Context: an optimization exercise on an open-source flow, tuned for small area, a short achievable clock period and few clock cycles per item. The choices shown serve that exercise and are no tape-out recipe. At most, simulation tests tie the RTL to the original design; equivalence was not proved. No functional check of the RTL was part of run 1. Power and IR drop assume default switching activity.

==> flow/design.v (outline; a module is shown in full before it is edited, if it fits) <==
// module fadd: 87 lines
// module fmul: 27 lines
// module mul27x25: 1080 lines
// module tab_div: 3 lines
// module tab_sqrt: 3 lines
// module fsgnj: 18 lines
// module fsgnjn: 18 lines
// module fsgnjx: 19 lines
// module fcvtws: 11 lines
// module fcvtsw: 18 lines
// module feq: 20 lines
// module fle: 24 lines
// module fpu_top: 167 lines
module fpu_top
  (input wire         clk,
   input wire         rstn,
   input wire         start,
   input wire [3:0]   op,
   input wire [31:0]  a,
   input wire [31:0]  b,
   output wire        ready,
   output wire        done,
   output wire [31:0] result);
  // ...
==> flow/run.sh <==
#!/bin/bash
# synth_recipe.tcl (not shown) runs the flow's synth.tcl, then flattens the netlist and writes it again
# the make line also repeats each setting of config.mk as NAME=value (left out here)
make -C /OpenROAD-flow-scripts/flow DESIGN_CONFIG=/design/flow/config.mk WORK_HOME=/design/flow/orfs CLKGATE_MAP_FILE= SYNTH_SCRIPT=/design/flow/synth_recipe.tcl finish
==> flow/config.mk <==
export PLATFORM = sky130hd
export DESIGN_NAME = fpu_top
export DESIGN_NICKNAME = fpu_top
export VERILOG_FILES = /design/flow/design.v
export SDC_FILE = /design/flow/constraint.sdc
export NUM_CORES = 8
export LEC_CHECK = 0
export CAP_MARGIN = 20
export CORE_MARGIN = 2
export CORE_UTILIZATION = 65
export PLACE_DENSITY = 0.75
export SETUP_SLACK_MARGIN = 5
export SLEW_MARGIN = 20
==> flow/constraint.sdc <==
create_clock -name core_clock -period 17.5 [get_ports {clk}]
set_input_delay 3.5000 -clock core_clock [delete_from_list [all_inputs] [get_ports {clk}]]
set_output_delay 3.5000 -clock core_clock [all_outputs]
set_load 0.01 [all_outputs]
==> summary.md, run 1 <==
| Metric | Value |
|---|---|
| Status | `aborted with a tool error` |
| Failed at | `global routing` |
| Error | `[ERROR GRT-0232] Routing congestion too high. Check the congestion heatmap in the GUI.` |
| Largest family of logic cells by synthesized area | `compound AO/OA/AOI/OAI gates` |
| Cells after Synth | `11,310` |
| Clk root buf | `clkbuf_16` |
| Met1 Track Usage GR | `79.61%` |
| Synthesized flop and latch total | `around 130` |
| Busiest grt layer | `met2` |
| DP Worst Slack | `-0.2978 ns` |
| Clock sink count | `127` |
| Placed cell areas | `roughly 77,000 sq um` |
| Top cells by count, synth | `1,184 x a21oi_1, 1,160 x nand2_1, 1,150 x o21ai_0` |
| Async S/R FF share, synth | `0%` |
| Hold_buf cts | `0` |
| Mux share of post-synthesis cell area | `about 3.8%` |
| XOR/XNOR share of the synthesized area | `under 10%` |
| Post_cts resized | `approximately 540` |
| Most numerous cell in the Yosys netlist | `a21oi_1` |
| GRT overflow | `17` |
| Clk buf depth | `2` |
| GPL Wtd Cong | `approximately 1.4` |
| I/O Buffers | `around 100` |
| Die Span Y | `341.2 um` |
| Dpl hpwl | `a little under 300,000 um` |
| Top cell type's share of synthesized area | `8.017%` |
| Post-Syn Area | `~74,000 sq um` |
| Initial Utilization | `approximately 66%` |
| GRT Total Usage | `between 70% and 80%` |
| Post-synth EDFFs | `122` |
| Synth area leaders | `a21oi_1 8.0%, fa_1 8.0%, o21ai_0 7.8%` |
| Distinct cell type count after synthesis | `roughly 110` |
| Row count | `about 120` |
| Largest net degree at the start of global routing | `between 200 and 250` |
| Syn. warnings | `3` |
| M3 GR Usage | `61.08%` |
| Ys flop type | `edfxtp_1` |
| M2 GR Usage | `86.93%` |
| Htree depth | `4` |
==> module fmul, before the edit <==
module fmul
   (  input wire [7:0]   e1,
      input wire [7:0]   e2,
      input wire         sy,
      input wire [47:0]  mye,
      output wire        c,
      output wire [31:0] y);
   wire [9:0] es = {2'b0,e1} + {2'b0,e2};
   wire [9:0] eA = es - 10'd126;
   wire [9:0] eB = es - 10'd127;
   wire fin = ~&e1 & ~&e2;
   wire zA = ~|eA, zB = ~|eB;
   wire uA = eA[9] | zA, uB = eB[9] | zB;
   assign c = mye[47] | &mye[46:22];
   wire [9:0] ey = c ? eA : eB;
   wire ez = c ? zA : zB;
   wire eu = c ? uA : uB;
   wire eo = c ? eA[8] : eB[8];
   wire r1 = mye[23] & (mye[24] | |mye[22:0]);
   wire r0 = mye[22] & (mye[23] | |mye[21:0]);
   wire [22:0] my1 = mye[46:24] + {22'b0, r1};
   wire [22:0] my0 = mye[45:23] + {22'b0, r0};
   wire [22:0] my = mye[47] ? my1 : my0;
   assign y = (fin && ez && &mye[46:23]) ? {sy,8'b1,23'b0} :
              (fin && eu) ? {sy,31'b0} :
              (fin && eo) ? {sy,8'd255,23'b0} : {sy,ey[7:0],my};
endmodule
==> module fcvtws, before the edit <==
module fcvtws
   (  input wire [31:0]  x,
      output wire [31:0] y);
   wire s = x[31];
   wire [7:0] e = x[30:23];
   wire [8:0] sh = 9'd182 - {1'b0, e};
   wire [56:0] t = {1'b1, x[22:0], 33'b0};
   wire [56:0] z = (sh[8] || sh == 9'd0) ? 57'b0 : t >> sh;
   wire r = z[0];
   assign y = ({32{s}} ^ z[32:1]) + {31'b0, r ^ s};
endmodule
==> module fpu_top, before the edit <==
module fpu_top
  (input wire         clk,
   input wire         rstn,
   input wire         start,
   input wire [3:0]   op,
   input wire [31:0]  a,
   input wire [31:0]  b,
   output wire        ready,
   output wire        done,
   output wire [31:0] result);
   reg                busy;      
   reg                done_r;
   reg                sq;        
   reg [2:0]          cnt;
   reg [3:0]          opr;
   reg [31:0]         ra;
   reg [31:0]         rb;        
   reg [26:0]         X;
   reg [25:0]         K;
   assign ready = ~busy;
   assign done = done_r;
   wire               accept = rstn & start & ~busy;
   wire               op_div = (op == 4'd3);
   wire               op_sqrt = (op == 4'd4);
   wire [25:0]        tdiv_y;
   tab_div _tdiv(.i(b[22:15]), .y(tdiv_y));
   wire [24:0]        ma_in = (|a[30:23] && ~a[23]) ? {2'b01,a[22:0]} : {1'b1,a[22:0],1'b0};
   wire [26:0]        tsqrt_y;
   tab_sqrt _tsqrt(.i(ma_in[24:17]), .y(tsqrt_y));
   wire [24:0]        ma_r = (|ra[30:23] && ~ra[23]) ? {2'b01,ra[22:0]} : {1'b1,ra[22:0],1'b0};
   wire               m2z = ~|rb[22:0];
   wire [24:0]        mye_sq = X[26] ? {1'b0, X[26:3]} + {24'b0, X[2]} :
                               {1'b0, X[25:2]} + {24'b0, X[1]};
   wire [22:0]        my_sq = mye_sq[24] ? 23'b0 : mye_sq[22:0];
   wire [7:0]         ea_r = {{1'b0, ra[30]} + 2'd1, ra[29:24]};
   wire [7:0]         ey_sq = (X[26] ? 8'd254 - ea_r : 8'd253 - ea_r) + {7'b0, mye_sq[24]};
   reg [26:0]         mA;
   reg [24:0]         mB;
   wire [24:0]        negK = ~K[25:1] + {24'b0, ~K[0]};
   always @(*) begin
      if (!busy) begin
         mA = {4'b0001, ra[22:0]};
         mB = {2'b01, rb[22:0]};
      end else if (!sq) begin
         case (cnt)
           3'd1, 3'd3: begin mA = {1'b0, X[25:0]}; mB = {2'b01, rb[22:0]}; end
           3'd5: begin mA = {4'b0001, X[22:0]}; mB = {2'b01, ra[22:0]}; end
           default: begin mA = {2'b0, X[25:1]}; mB = negK; end
         endcase
      end else begin
         case (cnt)
           3'd1, 3'd4: begin mA = X; mB = ma_r; end
           3'd2, 3'd5: begin mA = {2'b0, X[26:2]}; mB = X[26:2]; end
           3'd3, 3'd6: begin mA = {2'b0, K[24:0]}; mB = rb[24:0]; end
           default: begin mA = {4'b0001, my_sq}; mB = {2'b01, ra[22:0]}; end
         endcase
      end
   end
   wire [51:0]        P;
   mul27x25 _mul(.a(mA), .b(mB), .p(P));
   wire               rP = P[22] & (|P[21:0] | P[23]);
   wire [25:0]        xo_div = P[48:23] + {25'b0, rP};
   wire               c0 = P[23] & rP;
   wire [23:0]        my_div = P[47:24] + {22'b0, c0, ~c0};
   wire [29:0]        n_sq = {1'b0, X, 1'b0} + {2'b0, X};
   wire [30:0]        p_sq = {n_sq, 1'b0} - {1'b0, P[49:20]};
   wire [26:0]        xo_sq = p_sq[28:2] + {26'b0, p_sq[1] & (p_sq[0] | p_sq[2])};
   reg [7:0]          fe1, fe2;
   reg                fsy;
   always @(*) begin
      if (!busy) begin
         fe1 = ra[30:23]; fe2 = rb[30:23]; fsy = ra[31] ^ rb[31];
      end else if (!sq) begin
         fe1 = m2z ? 8'd127 : 8'd126; fe2 = 8'd127; fsy = rb[31] ^ ra[31];
      end else begin
         fe1 = ra[30:23]; fe2 = ey_sq; fsy = 1'b0;
      end
   end
   wire [31:0]        fmul_y;
   wire               fmul_c;
   fmul _fmul(.e1(fe1), .e2(fe2), .sy(fsy), .mye(P[47:0]), .c(fmul_c), .y(fmul_y));
   wire [9:0]         q0 = {2'b0, ra[30:23]} - {2'b0, rb[30:23]} + {9'd63, m2z};
   wire [9:0]         q1 = q0 + 10'd1;
   wire [9:0]         ey_div = fmul_c ? q1 : q0;
   wire [31:0]        fdiv_y = ey_div[9] ? {fsy, 31'b0} :
                               ey_div[8] ? {fsy, 8'd255, 23'b0} :
                               {fsy, ey_div[7:0], fmul_y[22:0]};
   wire               nzm_r = |ra[22:0];
   wire [31:0]        fsqrt_y = (&ra[30:23] && nzm_r) ? {ra[31], 8'd255, 1'b1, ra[21:0]} :
                                (~ra[31] && &ra[30:23] && ~nzm_r) ? {1'b0, 8'd255, 23'b0} :
                                (~|ra) ? 32'b0 :
                                (ra[31] && ~|ra[30:0]) ? {1'b1, 31'b0} :
                                ra[31] ? {1'b1, 8'd255, 1'b1, 22'b0} :
                                (ra == 32'b111111100111011101011) ? 32'b11111011111110011101101100000 : fmul_y;
   wire [31:0]        fadd_y;
   fadd _fadd(.x1(ra), .x2({rb[31] ^ (opr == 4'd1), rb[30:0]}), .y(fadd_y));
   wire [31:0]        fsgnj_y, fsgnjn_y, fsgnjx_y, fcvtws_y, fcvtsw_y;
   wire               feq_y, fle_y;
   wire               e0, e1, e2, e4, e5;
   fsgnj _fsgnj(.x1(ra), .x2(rb), .y(fsgnj_y), .exception(e0));
   fsgnjn _fsgnjn(.x1(ra), .x2(rb), .y(fsgnjn_y), .exception(e1));
   fsgnjx _fsgnjx(.x1(ra), .x2(rb), .y(fsgnjx_y), .exception(e2));
   fcvtws _fcvtws(.x(ra), .y(fcvtws_y));
   feq _feq(.x1(ra), .x2(rb), .y(feq_y), .exception(e4));
   fle _fle(.x1(ra), .x2(rb), .y(fle_y), .exception(e5));
   fcvtsw _fcvtsw(.x(ra), .y(fcvtsw_y));
   reg [31:0]         one_y;
   always @(*) begin
      case (opr)
        4'd0, 4'd1: one_y = fadd_y;
        4'd2: one_y = fmul_y;
        4'd5: one_y = fsgnj_y;
        4'd6: one_y = fsgnjn_y;
        4'd7: one_y = fsgnjx_y;
        4'd8: one_y = fcvtws_y;
        4'd10: one_y = {31'b0, feq_y};
        4'd11: one_y = {31'b0, fle_y};
        4'd12: one_y = fcvtsw_y;
        default: one_y = ra;
      endcase
   end
   assign result = one_y;
   wire               last = sq ? (cnt == 3'd7) : (cnt == 3'd5);
   always @(posedge clk) begin
      if (!rstn) begin
         busy <= 1'b0;
         done_r <= 1'b0;
      end else if (accept) begin
         busy <= op_div | op_sqrt;
         done_r <= ~(op_div | op_sqrt);
      end else if (busy) begin
         if (last) begin
            busy <= 1'b0;
            done_r <= 1'b1;
         end
      end else begin
         done_r <= 1'b0;
      end
   end
   always @(posedge clk) begin
      if (accept) begin
         ra <= a;
         rb <= b;
         opr <= op;
         sq <= op_sqrt;
         cnt <= 3'd1;
         X <= op_div ? {1'b0, tdiv_y} : tsqrt_y;
      end else if (busy) begin
         cnt <= cnt + 3'd1;
         if (!sq) begin
            case (cnt)
              3'd1, 3'd3: K <= P[49:24];
              3'd2: X <= {1'b0, xo_div};
              3'd4: X <= {4'b0, m2z ? 23'b0 : my_div[23:1]};
              default: begin ra <= fdiv_y; opr <= 4'd9; end
            endcase
         end else begin
            case (cnt)
              3'd1, 3'd4: K <= {1'b0, P[50:26]};
              3'd2, 3'd5: rb[24:0] <= P[49:25];
              3'd3, 3'd6: X <= xo_sq;
              default: begin ra <= fsqrt_y; opr <= 4'd9; end
            endcase
         end
      end
   end
endmodule
==> inputs of run 2 (changes only) <==
--- a/flow/design.v
+++ b/flow/design.v
@@ -1,8 +1,13 @@
 `default_nettype none
-module fadd
+module fadd_s1
    (  input wire [31:0]  x1,
       input wire [31:0]  x2,
-      output wire [31:0] y);
+      output wire [25:0] m,
+      output wire [7:0]  eyr,
+      output wire        rnd,
+      output wire        sy,
+      output wire        near,
+      output wire        neg);
    wire s1 = x1[31];
    wire [7:0] e1 = x1[30:23];
    wire [22:0] m1 = x1[22:0];
@@ -18,13 +23,18 @@
    wire eff_add = (s1 == s2);
    wire [8:0] d12 = {1'b0, e1a} - {1'b0, e2a};
    wire [8:0] d21 = {1'b0, e2a} - {1'b0, e1a};
-   wire [7:0] tde = d21[8] ? d12[7:0] : d21[7:0];
+   wire e1gt = d21[8];
+   wire e2gt = d12[8];
+   wire [7:0] tde = e1gt ? d12[7:0] : d21[7:0];
    wire [4:0] de = (|tde[7:5]) ? 5'd31 : tde[4:0];
    wire sel = {e2a, m2a} >= {e1a, m1a};
-   wire [23:0] ms = sel ? m2a : m1a;
-   wire [23:0] mi = sel ? m1a : m2a;
-   wire [7:0] es = sel ? e2a : e1a;
    wire ss = sel ? s2 : s1;
+   wire zero = eff_add ? ~|m1a & ~|m2a : (e1a == e2a) & (m1a == m2a);
+   assign sy = zero ? s1 & s2 : ss;
+   wire fsel = e2gt | (~e1gt & (m2a[23] | ~m1a[23]));
+   wire [23:0] ms = fsel ? m2a : m1a;
+   wire [23:0] mi = fsel ? m1a : m2a;
+   wire [7:0] es = fsel ? e2a : e1a;
    wire [26:0] mie = {1'b0, mi, 2'b0};
    wire [26:0] mia = mie >> de;
    wire [26:0] lowmask = ~(27'h7ffffff << de);
@@ -33,48 +43,46 @@
    wire es254 = (es == 8'd254);
    wire esgt1 = |es[7:1];
    reg [25:0] fmyf;
-   reg [7:0] feyd;
    reg fstck;
-   reg fsh;
    always @(*) begin
-      fsh = 1'b0;
       if (mye[26]) begin
-         feyd = es254 ? 8'd255 : es + 8'd1;
          fmyf = es254 ? {1'b1, 25'b0} : mye[26:1];
          fstck = es254 ? 1'b0 : tstck | mye[0];
       end else if (!mye[25] && esgt1) begin
-         fsh = 1'b1;
-         feyd = es;
          fmyf = {mye[24:0], 1'b0};
          fstck = tstck;
       end else begin
-         feyd = es;
          fmyf = mye[25:0];
          fstck = tstck;
       end
    end
-   wire [7:0] feyr = fmyf[25] ? feyd - {7'b0, fsh} : 8'd0;
-   wire rnd = fmyf[1] & (fmyf[0] | (~fstck & fmyf[2]) | (fstck & eff_add));
-   wire [24:0] fmyr = {1'b0, fmyf[25:2]} + {24'b0, rnd};
-   wire [7:0] fey = fmyr[24] ? feyr + 8'd1 : (~|fmyr[23:0]) ? 8'b0 : feyr;
-   wire [26:0] mye_n = {1'b0, ms, 2'b0} - (de[0] ? {2'b0, mi, 1'b0} : {1'b0, mi, 2'b0});
-   wire [25:0] marker = (es <= 8'd26) ? (26'd1 << (8'd26 - es)) : 26'd0;
-   wire [25:0] lzin = mye_n[25:0] | marker;
-   reg [4:0] sh;
-   integer k;
-   always @(*) begin
-      sh = 5'd26;
-      for (k = 0; k <= 25; k = k + 1)
-        if (lzin[k]) sh = 5'd25 - k[4:0];
-   end
-   wire [25:0] nmyf = mye_n[25:0] << sh;
-   wire [7:0] neyr = nmyf[25] ? es - {3'b0, sh} : 8'd0;
-   wire [7:0] ney = (~|nmyf[25:2]) ? 8'b0 : neyr;
-   wire near = ~eff_add & ~|de[4:1] & ~mye_n[25];
-   wire [7:0] ey = near ? ney : fey;
-   wire [22:0] my = near ? nmyf[24:2] : fmyr[22:0];
-   wire zero = eff_add ? ~|m1a & ~|m2a : (e1a == e2a) & (m1a == m2a);
-   wire sy = zero ? s1 & s2 : ss;
+   wire [7:0] es_p1 = es254 ? 8'd255 : es + 8'd1;
+   wire [7:0] es_m1 = es - 8'd1;
+   wire [7:0] feyr = mye[26] ? es_p1 : mye[25] ? es : (esgt1 & mye[24]) ? es_m1 : 8'd0;
+   assign near = ~eff_add & ~|de[4:1];
+   assign neg = mye[26];
+   assign m = near ? mye[25:0] : fmyf;
+   assign eyr = near ? es : feyr;
+   assign rnd = fmyf[1] & (fmyf[0] | (~fstck & fmyf[2]) | (fstck & eff_add));
+endmodule
+module fadd_s2
+   (  input wire [31:0]  x1,
+      input wire [31:0]  x2,
+      input wire [25:0]  m,
+      input wire [7:0]   eyr,
+      input wire         rnd,
+      input wire         sy,
+      output wire [31:0] y);
+   wire s1 = x1[31];
+   wire [7:0] e1 = x1[30:23];
+   wire [22:0] m1 = x1[22:0];
+   wire s2 = x2[31];
+   wire [7:0] e2 = x2[30:23];
+   wire [22:0] m2 = x2[22:0];
+   wire [24:0] myr;
+   inc_pfx #(25) _inc(.x({1'b0, m[25:2]}), .cin(rnd), .y(myr));
+   wire [7:0] ey = myr[24] ? eyr + 8'd1 : (~|myr[23:0]) ? 8'b0 : eyr;
+   wire [22:0] my = myr[22:0];
    wire nzm1 = |m1;
    wire nzm2 = |m2;
    wire i1 = &e1;
@@ -89,16 +97,16 @@
 `default_nettype wire
 `default_nettype none
 module fmul
-   (  input wire [7:0]   e1,
-      input wire [7:0]   e2,
+   (  input wire [9:0]   es,      
+      input wire         fin,     
       input wire         sy,
-      input wire [47:0]  mye,
+      input wire [31:0]  pr,
       output wire        c,
       output wire [31:0] y);
-   wire [9:0] es = {2'b0,e1} + {2'b0,e2};
+   wire [47:20] mye = pr[28:1];
+   wire st0 = pr[0] | mye[20] | mye[21];
    wire [9:0] eA = es - 10'd126;
    wire [9:0] eB = es - 10'd127;
-   wire fin = ~&e1 & ~&e2;
    wire zA = ~|eA, zB = ~|eB;
    wire uA = eA[9] | zA, uB = eB[9] | zB;
    assign c = mye[47] | &mye[46:22];
@@ -106,10 +114,11 @@
    wire ez = c ? zA : zB;
    wire eu = c ? uA : uB;
    wire eo = c ? eA[8] : eB[8];
-   wire r1 = mye[23] & (mye[24] | |mye[22:0]);
-   wire r0 = mye[22] & (mye[23] | |mye[21:0]);
-   wire [22:0] my1 = mye[46:24] + {22'b0, r1};
-   wire [22:0] my0 = mye[45:23] + {22'b0, r0};
+   wire r1 = mye[23] & (mye[24] | mye[22] | st0);
+   wire r0 = mye[22] & (mye[23] | st0);
+   wire [22:0] my1, my0;
+   inc_pfx #(23) _inc1(.x(mye[46:24]), .cin(r1), .y(my1));
+   inc_pfx #(23) _inc0(.x(mye[45:23]), .cin(r0), .y(my0));
    wire [22:0] my = mye[47] ? my1 : my0;
    assign y = (fin && ez && &mye[46:23]) ? {sy,8'b1,23'b0} :
               (fin && eu) ? {sy,31'b0} :
@@ -1273,27 +1282,25 @@
    wire [56:0] t = {1'b1, x[22:0], 33'b0};
    wire [56:0] z = (sh[8] || sh == 9'd0) ? 57'b0 : t >> sh;
    wire r = z[0];
-   assign y = ({32{s}} ^ z[32:1]) + {31'b0, r ^ s};
+   inc_pfx #(32) _inc(.x({32{s}} ^ z[32:1]), .cin(r ^ s), .y(y));
 endmodule
 `default_nettype wire
 `default_nettype none
-module fcvtsw
+module norm32
    (  input wire [31:0]  x,
-      output wire [31:0] y);
-   wire s = x[31];
-   wire [31:0] m = (x ^ {32{s}}) + {31'b0, s};
-   reg [5:0] se;
+      input wire         lim,
+      input wire [7:0]   limit,
+      output wire [31:0] y,
+      output reg [5:0]   sh);
+   wire [31:0] marker = (lim && limit <= 8'd32) ? (32'd1 << (8'd32 - limit)) : 32'd0;
+   wire [31:0] lzin = x | marker;
    integer k;
    always @(*) begin
-      se = 6'd32;
+      sh = 6'd32;
       for (k = 0; k < 32; k = k + 1)
-        if (m[k]) se = 6'd31 - k[5:0];
+        if (lzin[k]) sh = 6'd31 - k[5:0];
    end
-   wire [31:0] myf = m << se;
-   wire rnd = myf[7] & ((|myf[6:0]) | myf[8]);
-   wire [24:0] myr = {1'b0, myf[31:8]} + {24'b0, rnd};
-   wire [7:0] ey = (~|x) ? 8'b0 : (myr[24] ? 8'd159 : 8'd158) - {2'b0, se};
-   assign y = {s, ey, myr[22:0]};
+   assign y = x << sh;
 endmodule
 `default_nettype wire
 `default_nettype none
@@ -1345,6 +1352,45 @@
 endmodule                                                                         
 `default_nettype wire
 `default_nettype none
+module inc_pfx #(parameter W = 25)
+   (  input wire [W-1:0] x,
+      input wire         cin,
+      output wire [W-1:0] y);
+   wire [W-1:0] a1, a2, a3, a4, a5;
+   genvar i;
+   generate
+      for (i = 0; i < W; i = i + 1) begin : bt
+         if (i & 1) begin : l1
+            assign a1[i] = x[i] & x[i - 1];
+         end else begin : k1
+            assign a1[i] = x[i];
+         end
+         if (i & 2) begin : l2
+            assign a2[i] = a1[i] & a1[((i >> 1) << 1) - 1];
+         end else begin : k2
+            assign a2[i] = a1[i];
+         end
+         if (i & 4) begin : l3
+            assign a3[i] = a2[i] & a2[((i >> 2) << 2) - 1];
+         end else begin : k3
+            assign a3[i] = a2[i];
+         end
+         if (i & 8) begin : l4
+            assign a4[i] = a3[i] & a3[((i >> 3) << 3) - 1];
+         end else begin : k4
+            assign a4[i] = a3[i];
+         end
+         if (i & 16) begin : l5
+            assign a5[i] = a4[i] & a4[((i >> 4) << 4) - 1];
+         end else begin : k5
+            assign a5[i] = a4[i];
+         end
+      end
+   endgenerate
+   assign y = x ^ {a5[W-2:0] & {(W-1){cin}}, cin};
+endmodule
+`default_nettype wire
+`default_nettype none
 module fpu_top
   (input wire         clk,
    input wire         rstn,
@@ -1355,83 +1401,98 @@
    output wire        ready,
    output wire        done,
    output wire [31:0] result);
-   reg                busy;      
+   reg                busy;
    reg                done_r;
-   reg                sq;        
-   reg [2:0]          cnt;
    reg [3:0]          opr;
+   reg [3:0]          cnt;
    reg [31:0]         ra;
-   reg [31:0]         rb;        
-   reg [26:0]         X;
-   reg [25:0]         K;
+   reg [31:0]         rb;
+   reg [26:0]         X;         
+   reg [24:0]         K;         
+   reg [31:0]         PR;        
+   reg [25:0]         M;         
+   reg [7:0]          EYR;
+   reg                RND, SY, NEG;
    assign ready = ~busy;
    assign done = done_r;
    wire               accept = rstn & start & ~busy;
    wire               op_div = (op == 4'd3);
-   wire               op_sqrt = (op == 4'd4);
+   wire               op_one = (op == 4'd5) | (op == 4'd6) | (op == 4'd7) | (op == 4'd8) | (op == 4'd9) |
+                               (op == 4'd10) | (op == 4'd11) | (op == 4'd13) | (op == 4'd14) | (op == 4'd15);
+   wire               o_add = (opr == 4'd0) | (opr == 4'd1);
+   wire               o_mul = (opr == 4'd2);
+   wire               o_div = (opr == 4'd3);
+   wire               o_sqrt = (opr == 4'd4);
    wire [25:0]        tdiv_y;
    tab_div _tdiv(.i(b[22:15]), .y(tdiv_y));
    wire [24:0]        ma_in = (|a[30:23] && ~a[23]) ? {2'b01,a[22:0]} : {1'b1,a[22:0],1'b0};
    wire [26:0]        tsqrt_y;
    tab_sqrt _tsqrt(.i(ma_in[24:17]), .y(tsqrt_y));
-   wire [24:0]        ma_r = (|ra[30:23] && ~ra[23]) ? {2'b01,ra[22:0]} : {1'b1,ra[22:0],1'b0};
+   wire [50:20]       P = PR[31:1];
+   wire               s20 = PR[0];
+   wire [24:0]        l_div = ~P[49:25] + {24'b0, ~P[24]};
+   wire               rP = P[22] & (P[21] | P[20] | s20 | P[23]);
+   wire [25:0]        xo_div = P[48:23] + {25'b0, rP};
+   wire               c0 = P[23] & rP;
+   wire [22:0]        my_div = P[47:25] + {22'b0, c0 | P[24]};
    wire               m2z = ~|rb[22:0];
-   wire [24:0]        mye_sq = X[26] ? {1'b0, X[26:3]} + {24'b0, X[2]} :
-                               {1'b0, X[25:2]} + {24'b0, X[1]};
+   wire [22:0]        x2i = m2z ? 23'b0 : my_div;
+   wire [29:0]        n_sq = {1'b0, X, 1'b0} + {2'b0, X};
+   wire [30:0]        p_sq = {n_sq, 1'b0} - {1'b0, P[49:20]};
+   wire [26:0]        xo_sq;
+   inc_pfx #(27) _incs(.x(p_sq[28:2]), .cin(p_sq[1] & (p_sq[0] | p_sq[2])), .y(xo_sq));
+   wire [24:0]        mye_sq1, mye_sq0;
+   inc_pfx #(25) _incq1(.x({1'b0, X[26:3]}), .cin(X[2]), .y(mye_sq1));
+   inc_pfx #(25) _incq0(.x({1'b0, X[25:2]}), .cin(X[1]), .y(mye_sq0));
+   wire [24:0]        mye_sq = X[26] ? mye_sq1 : mye_sq0;
    wire [22:0]        my_sq = mye_sq[24] ? 23'b0 : mye_sq[22:0];
    wire [7:0]         ea_r = {{1'b0, ra[30]} + 2'd1, ra[29:24]};
    wire [7:0]         ey_sq = (X[26] ? 8'd254 - ea_r : 8'd253 - ea_r) + {7'b0, mye_sq[24]};
    reg [26:0]         mA;
    reg [24:0]         mB;
-   wire [24:0]        negK = ~K[25:1] + {24'b0, ~K[0]};
    always @(*) begin
-      if (!busy) begin
-         mA = {4'b0001, ra[22:0]};
-         mB = {2'b01, rb[22:0]};
-      end else if (!sq) begin
+      mA = {4'b0001, ra[22:0]};
+      mB = {2'b01, rb[22:0]};
+      if (o_div) begin
          case (cnt)
-           3'd1, 3'd3: begin mA = {1'b0, X[25:0]}; mB = {2'b01, rb[22:0]}; end
-           3'd5: begin mA = {4'b0001, X[22:0]}; mB = {2'b01, ra[22:0]}; end
-           default: begin mA = {2'b0, X[25:1]}; mB = negK; end
+           4'd1: begin mA = {1'b0, X[25:0]}; mB = {2'b01, rb[22:0]}; end
+           4'd3: begin mA = {1'b0, xo_div}; mB = {2'b01, rb[22:0]}; end
+           4'd5: begin mA = {4'b0001, x2i}; mB = {2'b01, ra[22:0]}; end
+           default: begin mA = {2'b0, l_div}; mB = X[25:1]; end
          endcase
-      end else begin
+      end else if (o_sqrt) begin
          case (cnt)
-           3'd1, 3'd4: begin mA = X; mB = ma_r; end
-           3'd2, 3'd5: begin mA = {2'b0, X[26:2]}; mB = X[26:2]; end
-           3'd3, 3'd6: begin mA = {2'b0, K[24:0]}; mB = rb[24:0]; end
+           4'd1, 4'd5: begin mA = X; mB = rb[24:0]; end
+           4'd2, 4'd6: begin mA = {2'b0, X[26:2]}; mB = X[26:2]; end
+           4'd3, 4'd7: begin mA = {2'b0, K}; mB = P[49:25]; end
            default: begin mA = {4'b0001, my_sq}; mB = {2'b01, ra[22:0]}; end
          endcase
       end
    end
-   wire [51:0]        P;
-   mul27x25 _mul(.a(mA), .b(mB), .p(P));
-   wire               rP = P[22] & (|P[21:0] | P[23]);
-   wire [25:0]        xo_div = P[48:23] + {25'b0, rP};
-   wire               c0 = P[23] & rP;
-   wire [23:0]        my_div = P[47:24] + {22'b0, c0, ~c0};
-   wire [29:0]        n_sq = {1'b0, X, 1'b0} + {2'b0, X};
-   wire [30:0]        p_sq = {n_sq, 1'b0} - {1'b0, P[49:20]};
-   wire [26:0]        xo_sq = p_sq[28:2] + {26'b0, p_sq[1] & (p_sq[0] | p_sq[2])};
+   wire [51:0]        Pm;
+   mul27x25 _mul(.a(mA), .b(mB), .p(Pm));
    reg [7:0]          fe1, fe2;
    reg                fsy;
    always @(*) begin
-      if (!busy) begin
-         fe1 = ra[30:23]; fe2 = rb[30:23]; fsy = ra[31] ^ rb[31];
-      end else if (!sq) begin
+      if (o_div) begin
          fe1 = m2z ? 8'd127 : 8'd126; fe2 = 8'd127; fsy = rb[31] ^ ra[31];
-      end else begin
+      end else if (o_sqrt) begin
          fe1 = ra[30:23]; fe2 = ey_sq; fsy = 1'b0;
+      end else begin
+         fe1 = ra[30:23]; fe2 = rb[30:23]; fsy = ra[31] ^ rb[31];
       end
    end
+   wire [9:0]         q0_n = {2'b0, ra[30:23]} - {2'b0, rb[30:23]} + {9'd63, m2z};
+   wire [21:0]        k_last = {~&fe1 & ~&fe2, fsy, q0_n, {2'b0, fe1} + {2'b0, fe2}};
    wire [31:0]        fmul_y;
    wire               fmul_c;
-   fmul _fmul(.e1(fe1), .e2(fe2), .sy(fsy), .mye(P[47:0]), .c(fmul_c), .y(fmul_y));
-   wire [9:0]         q0 = {2'b0, ra[30:23]} - {2'b0, rb[30:23]} + {9'd63, m2z};
+   fmul _fmul(.es(K[9:0]), .fin(K[21]), .sy(K[20]), .pr(PR), .c(fmul_c), .y(fmul_y));
+   wire [9:0]         q0 = K[19:10];
    wire [9:0]         q1 = q0 + 10'd1;
    wire [9:0]         ey_div = fmul_c ? q1 : q0;
-   wire [31:0]        fdiv_y = ey_div[9] ? {fsy, 31'b0} :
-                               ey_div[8] ? {fsy, 8'd255, 23'b0} :
-                               {fsy, ey_div[7:0], fmul_y[22:0]};
+   wire [31:0]        fdiv_y = ey_div[9] ? {K[20], 31'b0} :
+                               ey_div[8] ? {K[20], 8'd255, 23'b0} :
+                               {K[20], ey_div[7:0], fmul_y[22:0]};
    wire               nzm_r = |ra[22:0];
    wire [31:0]        fsqrt_y = (&ra[30:23] && nzm_r) ? {ra[31], 8'd255, 1'b1, ra[21:0]} :
                                 (~ra[31] && &ra[30:23] && ~nzm_r) ? {1'b0, 8'd255, 23'b0} :
@@ -1439,42 +1500,50 @@
                                 (ra[31] && ~|ra[30:0]) ? {1'b1, 31'b0} :
                                 ra[31] ? {1'b1, 8'd255, 1'b1, 22'b0} :
                                 (ra == 32'b111111100111011101011) ? 32'b11111011111110011101101100000 : fmul_y;
+   wire [25:0]        s1_m;
+   wire [7:0]         s1_eyr;
+   wire               s1_rnd, s1_sy, s1_near, s1_neg;
+   fadd_s1 _fadd1(.x1(ra), .x2(rb), .m(s1_m), .eyr(s1_eyr), .rnd(s1_rnd), .sy(s1_sy),
+                  .near(s1_near), .neg(s1_neg));
+   wire               o_cvtsw = (opr == 4'd12);
+   wire [31:0]        nrm_v = o_cvtsw ? ra : {{6{NEG}}, M};
+   wire [31:0]        nrm_a;
+   inc_pfx #(32) _inca(.x(nrm_v ^ {32{nrm_v[31]}}), .cin(nrm_v[31]), .y(nrm_a));
+   wire [31:0]        nrm_y;
+   wire [5:0]         nrm_sh;
+   norm32 _norm(.x(o_cvtsw ? nrm_a : {nrm_a[25:0], 6'b0}), .lim(~o_cvtsw), .limit(EYR), .y(nrm_y), .sh(nrm_sh));
+   wire               nrm_rnd = nrm_y[7] & (nrm_y[6] | nrm_y[8] | |nrm_y[5:0]);
    wire [31:0]        fadd_y;
-   fadd _fadd(.x1(ra), .x2({rb[31] ^ (opr == 4'd1), rb[30:0]}), .y(fadd_y));
-   wire [31:0]        fsgnj_y, fsgnjn_y, fsgnjx_y, fcvtws_y, fcvtsw_y;
+   fadd_s2 _fadd2(.x1(ra), .x2(rb), .m(M), .eyr(EYR), .rnd(RND), .sy(SY), .y(fadd_y));
+   wire [31:0]        fcvtws_y;
+   fcvtws _fcvtws(.x(ra), .y(fcvtws_y));
+   wire [31:0]        fsgnj_y, fsgnjn_y, fsgnjx_y;
    wire               feq_y, fle_y;
    wire               e0, e1, e2, e4, e5;
    fsgnj _fsgnj(.x1(ra), .x2(rb), .y(fsgnj_y), .exception(e0));
    fsgnjn _fsgnjn(.x1(ra), .x2(rb), .y(fsgnjn_y), .exception(e1));
    fsgnjx _fsgnjx(.x1(ra), .x2(rb), .y(fsgnjx_y), .exception(e2));
-   fcvtws _fcvtws(.x(ra), .y(fcvtws_y));
    feq _feq(.x1(ra), .x2(rb), .y(feq_y), .exception(e4));
    fle _fle(.x1(ra), .x2(rb), .y(fle_y), .exception(e5));
-   fcvtsw _fcvtsw(.x(ra), .y(fcvtsw_y));
-   reg [31:0]         one_y;
-   always @(*) begin
-      case (opr)
-        4'd0, 4'd1: one_y = fadd_y;
-        4'd2: one_y = fmul_y;
-        4'd5: one_y = fsgnj_y;
-        4'd6: one_y = fsgnjn_y;
-        4'd7: one_y = fsgnjx_y;
-        4'd8: one_y = fcvtws_y;
-        4'd10: one_y = {31'b0, feq_y};
-        4'd11: one_y = {31'b0, fle_y};
-        4'd12: one_y = fcvtsw_y;
-        default: one_y = ra;
-      endcase
-   end
-   assign result = one_y;
-   wire               last = sq ? (cnt == 3'd7) : (cnt == 3'd5);
+   reg [10:0]         rs;
+   always @(posedge clk)
+     if (accept)
+       rs <= {op == 4'd8, op == 4'd0 || op == 4'd1 || op == 4'd12, op == 4'd2, op == 4'd3, op == 4'd4, op == 4'd5, op == 4'd6,
+              op == 4'd7, op == 4'd10, op == 4'd11,
+              op == 4'd9 || op == 4'd13 || op == 4'd14 || op == 4'd15};
+   assign result = ({32{rs[10]}} & fcvtws_y) | ({32{rs[9]}} & fadd_y) | ({32{rs[8]}} & fmul_y) | ({32{rs[7]}} & fdiv_y) |
+                   ({32{rs[6]}} & fsqrt_y) | ({32{rs[5]}} & fsgnj_y) | ({32{rs[4]}} & fsgnjn_y) |
+                   ({32{rs[3]}} & fsgnjx_y) | {31'b0, rs[2] & feq_y} | {31'b0, rs[1] & fle_y} |
+                   ({32{rs[0]}} & ra);
+   wire               last = o_div ? (cnt == 4'd5) : o_sqrt ? (cnt == 4'd9) :
+                             o_add ? (cnt == 4'd2) | ~s1_near : 1'b1;
    always @(posedge clk) begin
       if (!rstn) begin
          busy <= 1'b0;
          done_r <= 1'b0;
       end else if (accept) begin
-         busy <= op_div | op_sqrt;
-         done_r <= ~(op_div | op_sqrt);
+         busy <= ~op_one;
+         done_r <= op_one;
       end else if (busy) begin
          if (last) begin
             busy <= 1'b0;
@@ -1487,26 +1556,42 @@
    always @(posedge clk) begin
       if (accept) begin
          ra <= a;
-         rb <= b;
+         rb <= (op == 4'd4) ? {7'b0, ma_in} : (op == 4'd12) ? {a[31], 31'b0} :
+               {b[31] ^ (op == 4'd1), b[30:0]};
          opr <= op;
-         sq <= op_sqrt;
-         cnt <= 3'd1;
+         cnt <= 4'd1;
          X <= op_div ? {1'b0, tdiv_y} : tsqrt_y;
       end else if (busy) begin
-         cnt <= cnt + 3'd1;
-         if (!sq) begin
-            case (cnt)
-              3'd1, 3'd3: K <= P[49:24];
-              3'd2: X <= {1'b0, xo_div};
-              3'd4: X <= {4'b0, m2z ? 23'b0 : my_div[23:1]};
-              default: begin ra <= fdiv_y; opr <= 4'd9; end
-            endcase
-         end else begin
+         cnt <= cnt + 4'd1;
+         if (o_mul | o_div | (o_sqrt & (cnt != 4'd4) & (cnt != 4'd8)))
+           PR <= {Pm[50:20], |Pm[19:0]};
+         if (o_add & (cnt == 4'd1)) begin
+            M <= s1_m;
+            EYR <= s1_eyr;
+            RND <= s1_rnd;
+            SY <= s1_sy;
+            NEG <= s1_neg;
+         end
+         if (o_add & (cnt == 4'd2)) begin
+            M <= nrm_y[31:6];
+            EYR <= nrm_y[31] ? EYR - {2'b0, nrm_sh} : 8'd0;
+            RND <= nrm_rnd;
+         end
+         if (o_cvtsw) begin
+            M <= nrm_y[31:6];
+            EYR <= 8'd158 - {2'b0, nrm_sh};
+            RND <= nrm_rnd;
+            SY <= ra[31];
+            ra <= {ra[31], 31'b0};
+         end
+         if (o_div & (cnt == 4'd3)) X <= {1'b0, xo_div};
+         if (o_mul | (o_div & (cnt == 4'd5))) K <= {3'b0, k_last};
+         if (o_sqrt) begin
             case (cnt)
-              3'd1, 3'd4: K <= {1'b0, P[50:26]};
-              3'd2, 3'd5: rb[24:0] <= P[49:25];
-              3'd3, 3'd6: X <= xo_sq;
-              default: begin ra <= fsqrt_y; opr <= 4'd9; end
+              4'd2, 4'd6: K <= P[50:26];
+              4'd4, 4'd8: X <= xo_sq;
+              4'd9: K <= {3'b0, k_last};
+              default: ;
             endcase
          end
       end
==> flow/flow/run.sh (new file) <==
#!/bin/bash
export SETUP_SLACK_MARGIN=9
bash standard.sh > standard.log 2>&1
==> flow/standard.sh (new file) <==
#!/bin/bash
# synth_recipe.tcl (not shown) runs the flow's synth.tcl, then flattens the netlist and writes it again
# the make line also repeats each setting of config.mk as NAME=value (left out here)
make -C /OpenROAD-flow-scripts/flow DESIGN_CONFIG=/design/flow/config.mk WORK_HOME=/design/flow/orfs CLKGATE_MAP_FILE= SYNTH_SCRIPT=/design/flow/synth_recipe.tcl "${@:-finish}"
--- a/flow/config.mk
+++ b/flow/config.mk
@@ -7,7 +7,6 @@
 export LEC_CHECK = 0
 export CAP_MARGIN = 20
 export CORE_MARGIN = 2
-export CORE_UTILIZATION = 65
-export PLACE_DENSITY = 0.75
-export SETUP_SLACK_MARGIN = 5
+export CORE_UTILIZATION = 45
 export SLEW_MARGIN = 20
+export TNS_END_PERCENT = 10
removed: flow/run.sh
==> run 2 against run 1 <==
Now clean on timing, DRC and antenna. Area after synthesis shrank 2.0%. Synthesized cell count shrank 4.6%.
==> summary.md, run 2 <==
| Metric | Value |
|---|---|
| Status | `complete, no violations (was aborted with a tool error)` |
| Sequential area share after synthesis | `8.457% (was 5.092%)` |
| Critical Path RT | `17.87 ns` |
| Worst-Skew Late Latency | `~0.64 ns` |
| Vias in the first global route | `a little under 90,000` |
| Most frequent CP cell | `o21ai_0` |
| Via count | `95,910` |
| WL/cell | `roughly 36 um` |
| GPL Wtd Cong | `1.110 (was 1.431)` |
| Number of top-level pins | `105 (unchanged)` |
| Setup crit end kind | `flop` |
| Pleak | `just over 30 nW` |
| Die W | `405.2 um (was 341.2 um)` |
| GRT overflow | `0` |
| Crit path max fanout | `32` |
| Commonest non-fill, non-tap cell in the layout | `a21oi_1` |
| Pwr/cell area | `about 220 nW/um^2` |
| Critical path class | `input pin to flop` |
| Row count | `147 (was 123)` |
| Synth area leader | `edfxtp_1 (was a21oi_1)` |
| Slowest cell delay on critical path | `approximately 0.86 ns` |
| Post-layout minimum cycle time | `about 9.6 ns` |
| Layout filler cell count | `16,000` |
| Worst path bufs/invs | `5` |
| Nets@finish | `about 11,000` |
| Hold WC Path Type | `flop to flop` |
| CP max-delay cell | `clkdlybuf4s50_1` |
| Most numerous cell in the Yosys netlist | `a21oi_1 (unchanged)` |
| DP Worst Slack | `5.959 ns (was -0.2978 ns)` |
| Final non-filler cell area | `81,800 sq um` |
| R2R Setup Slk | `between 7 and 8 ns` |
| P&R area growth vs syn | `12.93%` |
| Layout cell share with drive strength beyond 1 | `between 10% and 20%` |
| Post-Route WL | `between 400,000 and 500,000 um` |
| Final Util | `~50%` |
| Critical path cell sequence | `clkdlybuf4s50_1 > nor3_1 > a21oi_4 > buf_6 > mux2_2 > buf_4 > inv_2 > ha_1 > buf_4 > nand2_1 > o21ai_0 > nor2_1 > a211oi_1 > a31oi_1 > o21ai_0 > a211oi_1 > a21oi_1 > nor2_1 > a21oi_1 > o21ai_0` |
| Setup TNS | `0 ns` |
| Crit path from | `a[26]` |
| First-pass DRT Iterations | `19` |
| Core ar. | `roughly 160,000 sq um` |
| First-pass GRT wire length | `approximately 630,000 um` |
| Max Cap Viol | `0` |
| Ys flop type | `edfxtp_1 (unchanged)` |
| Fin. max-slew vios | `0` |
| Initial Utilization | `45.22% (was 65.61%)` |
| Async S/R FF share, synth | `0% (unchanged)` |
| Clk slew on worst S/H paths | `around 0.070 ns` |
| Post-route ant nets | `0` |
| Dpl hpwl | `312,300 um (was 292,800 um)` |
| Final hold vios | `0` |
| Clock skew | `about 0.020 ns` |
| Post-Syn Area | `72,440 sq um (was 73,920 sq um)` |
| Syn nets | `11,510 (was 12,060)` |
| Most frequent cells in the layout | `1,103 x a21oi_1, 999 x o21ai_0, 993 x nand2_1` |
| Num CTS Buffers | `27 (was 17)` |
| Clk root buf | `clkbuf_16 (unchanged)` |
| Clock sink count | `206 (was 127)` |
| Actual slew at the worst max-slew pin | `about 1.3 ns` |
| RSZ-0062 raised after global routing | `true` |
| CTS tree | `built` |
| Distinct cell type count after synthesis | `123 (was 112)` |
| Post-layout power | `17.99 mW` |
| Worst setup SP type | `input pin` |
| Placed Cells | `12,290 (was 12,280)` |
| Top delay family on crit path | `compound AO/OA/AOI/OAI gates` |
| Placed cell areas | `75,230 sq um (was 77,240 sq um)` |
| FF-to-FF Start | `opr[3]$_DFFE_PP_` |
| Largest registers | `PR (32), ra (32), rb (32)` |
| Finished Layout Cells | `12,640` |
| Final WS setup | `slightly below 8 ns` |
| Hold_buf cts | `0 (unchanged)` |
| Hold slack | `0.5685 ns` |
| # setup viols final | `0` |
| FF-to-FF End | `PR[25]$_DFFE_PP_` |
| Final period util | `54.87%` |
| Residual DRC | `0` |
| Syn. warnings | `3 (unchanged)` |
| Worst ir drop on vdd | `around 0.0011 V` |
| Post-Syn Area per Cell | `6.717 sq um (was 6.538 sq um)` |
| Crit. path cell count | `20` |
| Worst slew margin | `about a tenth` |
| Top cells by count, synth | `1,155 x a21oi_1, 1,056 x o21ai_0, 1,029 x nand2_1 (was 1,184 x a21oi_1, 1,160 x nand2_1, 1,150 x o21ai_0)` |
| Top cell type's share of synthesized area | `8.291% (was 8.017%)` |
| GRT Total Usage | `51.85%` |
| Htree depth | `1 (was 4)` |
| Initial DRC Count | `19,340` |
| Clk buf depth | `3 (was 2)` |
| Arrival time of the worst setup path | `9.97 ns` |
| Synthesized flop and latch total | `206 (was 127)` |
| Die Footprint | `roughly 160,000 sq um` |
| Vias per inst | `between 7 and 8` |
| Cells after Synth | `10,780 (was 11,310)` |
| Fmax | `between 100 and 150 MHz` |
| Post-synth EDFFs | `200 (was 122)` |
| Worst Setup EP | `X[5]$_DFFE_PP_` |
| Antenna violations before repair | `22` |
| Die Span Y | `405.2 um (was 341.2 um)` |
| Largest net degree at the start of global routing | `slightly above 80` |
| I/O Buffers | `104 (unchanged)` |
| Worst Reg2Reg Path Length in Cells | `34` |
| Synth area leaders | `edfxtp_1 8.3%, fa_1 8.1%, a21oi_1 8.0% (was a21oi_1 8.0%, fa_1 8.0%, o21ai_0 7.8%)` |
-- run 2: changes by cell type after synthesis, moves of 50 or more --
cell | before | now
a222oi_1 | 23 | 73
a21o_1 | 139 | 89
edfxtp_1 | 122 | 200
nand2_1 | 1160 | 1029
nor2_1 | 978 | 904
nand3_1 | 360 | 284
o21ai_0 | 1150 | 1056
o22ai_1 | 256 | 313
-- run 2: per-layer routing --
layer	up-vias	share of wire, %	GRT usage (%)
li1	39300	-	-
met5	-	0.084	1.160
met3	2454	17	22.04
met4	12	9.6	37.18
met1	45100	35	63.59
met2	9053	39	72.01
-- run 2: worst min-delay path by stage --
| stage | start | end | slack [ns] | cells after the start |
|---|---|---|---|---|
| 5_1_grt | PR[31]$_DFFE_PP_ | K[24]$_DFFE_PP_ | 0.59 | 2 |
| 6_report | PR[31]$_DFFE_PP_ | K[24]$_DFFE_PP_ | 0.57 | 2 |
| 2_1_floorplan | PR[31]$_DFFE_PP_ | K[24]$_DFFE_PP_ | 0.50 | 2 |
| 3_5_place_dp | PR[31]$_DFFE_PP_ | K[24]$_DFFE_PP_ | 0.56 | 2 |
| 4_1_cts | PR[31]$_DFFE_PP_ | K[24]$_DFFE_PP_ | 0.57 | 2 |
| 3_3_place_gp | PR[31]$_DFFE_PP_ | K[24]$_DFFE_PP_ | 0.54 | 2 |
-- run 2: logic make-up (layout without fill, tap and decap cells) --
| family | after synthesis | after routing | synth area share [%] |
|---|---|---|---|
| buffers and inverters | 1714 | 1393 | 9.113 |
| AOI/OAI and AO/OA | 4342 | 4343 | 38.53 |
| xor gates and xnor gates | 497 | 497 | 6.091 |
| adders and majority gates | 660 | 660 | 14.41 |
| other | 0 | 18 | 0 |
| and+or+nand+nor | 3183 | 3185 | 20.30 |
| DFF | 206 | 206 | 8.457 |
| muxes | 182 | 182 | 3.104 |
-- run 2: area by class of cell --
class                           instances  area (sq um)  area share, %
Antenna cell                           18         45.04        0.05506
Multi-Input combinational cell       8867         62760          76.72
Inverter                              612          2389          2.920
Timing Repair Buffer                  730          6832          8.351
Tap cell                             2160          2703          3.304
Sequential cell                       206          6128          7.491
Clock inverter                         19         242.7         0.2967
Clock buffer                           30         686.9         0.8397
Timing Repair inverter                  2         18.77        0.02294
-- run 2: power by group --
| part | switching, mW | internal [mW] | leakage, nW | total, mW |
|---|---|---|---|---|
| Combinational | 9.86 | 6.42 | 28.3 | 16.3 |
| Clock | 0.284 | 0.357 | 0.444 | 0.642 |
| Sequential | 0.0321 | 1.05 | 1.90 | 1.08 |
-- run 2: repair_timing --
item                       4_1_cts  5_1_grt
setup buffers                  169       93
cloned                          21        5
resized for setup              540      243
pin swaps                      135      105
setup endpoints to repair      124      122
-- run 2: worst register-to-register path, delay by kind of cell, from the launching register on --
kind | cells | cell delay, ns
compound gates | 8 | 1.99
xor+xnor | 1 | 0.11
fa+ha+maj | 5 | 2.45
buf+inv | 9 | 1.66
flops | 1 | 0.55
simple gates | 11 | 2.57
Testbench counts of run 2, summed over its fixed seeds: cycles 57,182, ops 24,000.

separate check: timing with driven ports:
No port has a modelled driver above. Below, the same layout with a new extraction and two added sets of constraints.
Step 1, drivers: a clkbuf_16 drives clk and a buf_2 each remaining input, both assumed.
Step 2 adds t to the input delays and takes it off the output delays; t is the mean of the earliest and latest rising clock arrival at the registers after step 1. Input paths then give back, and output paths get back, about the clock's delay inside the block.
a / b / c = ideal ports / drivers / drivers and shift; a / b = the first two.
run: run 2
shift t [ns]: 0.710
slack for setup (ns): 7.897 / 7.845 / 7.233
slew at the worst register clock pin (ns): 0.08 / 0.08
worst slew at a driven data input, ns: 0.15
After both steps run 2 still meets setup and hold. For run 2, drivers alone change the setup slack by -0.052 ns; drivers and shift together by -0.664 ns.
